What follows belongs to an exercise in optimizing a design on an open flow for small area; a production flow would make more cautious choices.
The RTL of this run was laid out without a check of its function.
Power figures rest on the tool's default switching activity, not on a simulated workload.

`config.mk`:
```
export PLATFORM = sky130hd
export DESIGN_NAME = fifo
export DESIGN_NICKNAME = fifo
export VERILOG_FILES = /design/flow/design.v
export SDC_FILE = /design/flow/constraint.sdc
export NUM_CORES = 4
export LEC_CHECK = 0
export CAP_MARGIN = 20
export CORE_MARGIN = 2
export CORE_UTILIZATION = 40
export SLEW_MARGIN = 20
```
`constraint.sdc`:
```
create_clock -name core_clock -period 5.0 [get_ports {clk}]
set_input_delay 1.0000 -clock core_clock [delete_from_list [all_inputs] [get_ports {clk}]]
set_output_delay 1.0000 -clock core_clock [all_outputs]
set_load 0.01 [all_outputs]
```
`design.v`:
```
`timescale 1ns / 1ps
module fifo(
    input               clk,
    input               rstn,
    input               input_valid,
    input               output_enable,
    output reg          input_enable,
    output reg          output_valid,
    input       [15: 0] data_in,
    output reg  [ 7: 0] data_out
);
    reg [ 7: 0] mem [31: 0];
    reg [ 4: 0] write_addr;
    reg [ 4: 0] read_addr;
    always @(posedge clk or negedge rstn) begin
        if (rstn == 0)begin
            write_addr       <= 5'b0;
            read_addr        <= 5'b0;
            input_enable     <= 1'b1;
            output_valid     <= 1'b0;
            data_out[ 7:0]   <= 8'bxxxxxxxx;
        end
        else begin
            if ((input_valid == 1'b1) && (input_enable == 1'b1)) begin
                if (write_addr == 30) begin
                    input_enable   <= 1'b0;
                    output_valid   <= 1'b1;
                    write_addr     <= 5'b0;
                    mem[30][ 7: 0] <= data_in[ 7: 0];
                    mem[31][ 7: 0] <= data_in[15: 8];
                end
                else begin
                    write_addr                 <= write_addr + 2;
                    mem[write_addr][ 7: 0]     <= data_in[ 7: 0];
                    mem[write_addr + 1][ 7: 0] <= data_in[15: 8];
                end
            end
            else if (output_valid == 1'b1 && output_enable == 1'b1) begin
                if (read_addr == 31) begin
                    input_enable    <= 1'b1;
                    output_valid    <= 1'b0;
                    read_addr       <= 5'b0;
                    data_out[ 7: 0] <= mem[31][ 7: 0];
                end
                else begin
                    read_addr       <= read_addr + 1;
                    data_out[ 7: 0] <= mem[read_addr][ 7: 0];
                end
            end
            else begin
            end
        end
    end
endmodule
```
`run.sh`:
```
#!/bin/bash
# synth_recipe.tcl (not shown) runs the flow's synth.tcl, then flattens the netlist and writes it again
# the make line also repeats each setting of config.mk as NAME=value (left out here)
make -C /OpenROAD-flow-scripts/flow DESIGN_CONFIG=/design/flow/config.mk WORK_HOME=/design/flow/orfs CLKGATE_MAP_FILE= SYNTH_SCRIPT=/design/flow/synth_recipe.tcl finish
```
==> summary.txt <==
## sequential cells by signal, indices dropped and copies added, names as in the netlist
| name | flops |
|---|---|
| data_out | 8 |
| input_enable | 1 |
| mem | 256 |
| output_valid | 1 |
| read_addr | 5 |
| write_addr | 4 |
## worst max path at each step
| stage | start | end | slack (ns) |
|---|---|---|---|
| finish | input_valid | mem[8][6]$_DFFE_PP_ | 1.38 |
| global placement | input_valid | mem[8][2]$_DFFE_PP_ | 1.08 |
| floorplan | input_valid | mem[9][0]$_DFFE_PP_ | 2.20 |
| detailed placement | input_valid | mem[8][3]$_DFFE_PP_ | 0.87 |
| CTS | input_valid | mem[8][6]$_DFFE_PP_ | 1.45 |
| global route | input_valid | mem[8][4]$_DFFE_PP_ | 1.35 |
## cell families (layout without fill, tap and decap cells)
family	after synthesis	after routing
and+or+nand+nor	262	262
muxes	177	177
AOI/OAI and AO/OA	146	146
DFF	275	275
adders and majority gates	9	9
buffers and inverters	222	133
xor gates and xnor gates	2	2
other	1	2
## routing by layer
layer  vias to the layer above  part of all wire
li1                       3785                 -
met1                      4629              0.41
met2                       564              0.45
met3                        91              0.10
met4                         2             0.034
met5                         -           0.00029
## worst register-to-register path, cell delays in order (launching register included)
cell and delay, ns:
dfrtp_2 0.73, and3_1 0.38, ha_1 0.48, nor3_2 0.81, o21ai_0 0.19, a2111oi_0 0.66, a31oi_1 0.18
## layout by cell type, fill, tap and decap left out, types with 10 or more instances in the layout
| cell | count |
|---|---|
| edfxtp_1 | 256 |
| mux2_2 | 151 |
| nand2_1 | 59 |
| nand3_1 | 48 |
| buf_4 | 38 |
| nor2_1 | 33 |
| clkbuf_16 | 31 |
| clkdlybuf4s50_1 | 29 |
| o21ai_0 | 28 |
| a21oi_1 | 21 |
| mux2i_1 | 19 |
| nand4_1 | 18 |
| a22oi_1 | 18 |
| nand3b_1 | 16 |
| dfrtp_1 | 15 |
| a32oi_1 | 13 |
| a22o_1 | 12 |
| and3_1 | 10 |
| clkbuf_1 | 10 |
## power by group through the flow
stage / logic, mW / clock network [mW] / registers, mW
after floorplan: 0.111 / 0 / 2.56
after global placement: 0.165 / 0 / 2.56
after detailed placement: 0.168 / 0 / 2.56
after CTS: 0.168 / 2.15 / 2.52
after global routing: 0.179 / 2.24 / 2.51
final: 0.171 / 2.14 / 2.52
## area by class of cell
type | instances | area (um^2) | area share
timing repair buffer | 69 | 616 | 0.0410
clock buffer | 44 | 855 | 0.0569
inverter | 7 | 26.3 | 0.00175
clock inverter | 13 | 90.1 | 0.00600
tap | 455 | 569 | 0.0379
multi-input combinational | 598 | 4700 | 0.313
sequential | 275 | 8170 | 0.544
## metrics by stage
stage | std cells | power, mW | util | hold WS (ns) | instance area [um^2]
floorplan | 1095 | 2.67 | - | 0.514 | 13800
global placement | 1404 | 2.73 | 0.410 | 0.542 | 14100
detailed placement | 1404 | 2.73 | 0.411 | 0.548 | 14100
CTS | 1461 | 4.83 | 0.438 | 0.556 | 15000
global route | 1461 | 4.94 | 0.438 | 0.572 | 15000
finish | 1461 | 4.82 | 0.438 | 0.555 | 15000
==> results.ini <==
[finish]
diodes = 0
synthToLayoutAreaGrowth_pct = 8.79
drive_gt1_frac = 0.270
nFillCells = 3059
nNetsFinal = 1011

[synth]
ys_ff_latch = 275
yosysWarnings = 2
synth_top_area_cell = edfxtp_1
synth_compound_area_frac = 0.0787
synthMuxAreaShare = 0.146
seq_area_frac_synth = 0.591
synthDistinctLibCells = 80
async_reset_ff_frac = 0.0691
synth-xor-area-share = 0.00127
synth_common_cells = edfxtp_1 (256), clkbuf_1 (166), mux2_2 (151), nand2_1 (59), nand3_1 (48)
synth_area_leaders = edfxtp_1 (56%), mux2_2 (12%), clkbuf_1 (4.5%), dfrtp_1 (3.3%), nand3_1 (1.7%)
syn_inst = 1094
synth_edf_count = 256
synth_fa_ha_area_frac = 0.00816
avgSynthCellArea_um2 = 12.6
syn_area_mm2 = 0.0138
ys.flop_type = edfxtp_1
netlist.area_leader.share = 0.557
synth_most_common_cell = edfxtp_1
synth_top_family_by_area = multiplexers
synthSimpleGateAreaFrac = 0.104

[worst_setup_path]
critPathKind = primary input to register
reg2reg_from = read_addr[3]$_DFFE_PN0P_
start_kind = primary input
rr_endpoint = data_out[1]$_DFFE_PN0P_
reg2regPathDepth = 6
cp_num_buf_inv = 1
endpoint_kind = register
critPathSlowestCell = nor2_1
crit_fanout = 13
r2r_slack_ns = 1.41
cp.depth = 5
arrival_ns = 3.81
critPathTopFamily = simple AND/OR/NAND/NOR gates
max_stage_delay_ns = 0.68
crit_chain = clkdlybuf4s50_1 -> and2_0 -> nand2_1 -> or3_1 -> nor2_1
critPathRequiredTime_ns = 5.20

[drt]
drt_iter0_drc = 1449
drc = 0
wl_per_cell_um = 30.5
vias = 9071
drt_first_pass_iters = 6
routed_wirelength_um = 44500
viasPerCell = 6.21
postRouteAntennaNets = 0

[timing]
final_max_slew_viol_count = 0
tightest_slew_ns = 1.13
setup_violations = 0
min_period_over_period = 0.723
setup_ws_ns = 1.38
timing.fmax_ghz = 0.277
grt_setup_unrepaired = false
period_minus_slack_ns = 3.62
tns_ns = 0
hold_violations = 0
slew_headroom = 0.244
clock_skew_ns = 0.0226

[clock_tree]
cts_made_buffers = 31
path_clk_slew_ns = 0.06
postCtsSetupBuffers = 0
cts.repair.resized = 0
htreeDepth = 1
hold_buffers = 0
cts_tree = yes
clkLatencyLatePin_ns = 0.57
clock-sinks = 275
cts_root_buffer = clkbuf_16
cts_buffer_depth = 3

[floorplanning]
die_h_um = 190
num_rows = 68
start_util = 0.403
coreArea_mm2 = 0.0343
pin_count = 30
die_w_um = 190
die_area_mm2 = 0.0360

[grt]
grt_overflow = 0
antenna_found_initial = 1
use_met3 = 0.0546
grt_pass1_wl_um = 63800
top_usage_layer = met2
grt_max_degree = 72
first_global_vias = 8722
grt_util_met1 = 0.351
use_met2 = 0.379
grt_usage = 0.246

[place]
place_congestion = 0.999
io_buffers = 29
place_ws_ns = 0.874
dpl.hpwl_um = 29900

[power_and_ir_drop]
pwr-share-clk = 0.443
sequentialPowerShare = 0.522
power_density_mw_per_mm2 = 321
combPwrFrac = 0.035
switchingPower_mw = 1.01
power.leakage_nw = 4.77
ir_drop_mv = 0.319
p_sw_frac = 0.210
p_int_mw = 3.81

[min_path]
hold_depth = 2
hold_path_class = register to register
hold_start = mem[0][5]$_DFFE_PP_
whs_endpoint = data_out[5]$_DFFE_PN0P_

[run_status]
status = finished clean

[run]
maxCapViolations = 0

==> re-timing with driven ports <==
The results above use ideal ports. As a check the final layout listed here was re-extracted and re-timed, cells and wires unchanged. Step 1 (the two cells are an assumption about what drives the block):
set clk [get_ports {clk}]
set_driving_cell -lib_cell sky130_fd_sc_hd__clkbuf_16 $clk
set_driving_cell -lib_cell sky130_fd_sc_hd__buf_2 [delete_from_list [all_inputs] $clk]
Step 2 adds t to the input delays and takes it off the output delays; t is the mean of the earliest and latest rising clock arrival at the registers after step 1. Input paths then give back, and output paths get back, about the clock's delay inside the block. Slacks: ideal / step 1 / step 2; pairs: ideal / step 1.
t (ns): 0.612
setup WS [ns]: 1.383 / 1.408 / 0.800
clock arrival spread, ns: 0.024 / 0.024
worst register clock-pin slew, ns: 0.06 / 0.06
pins driven straight from the clock port: 1
After both steps this run still meets setup and hold. The setup slack of this run moves by +0.025 ns with the drivers and by -0.583 ns with both steps.
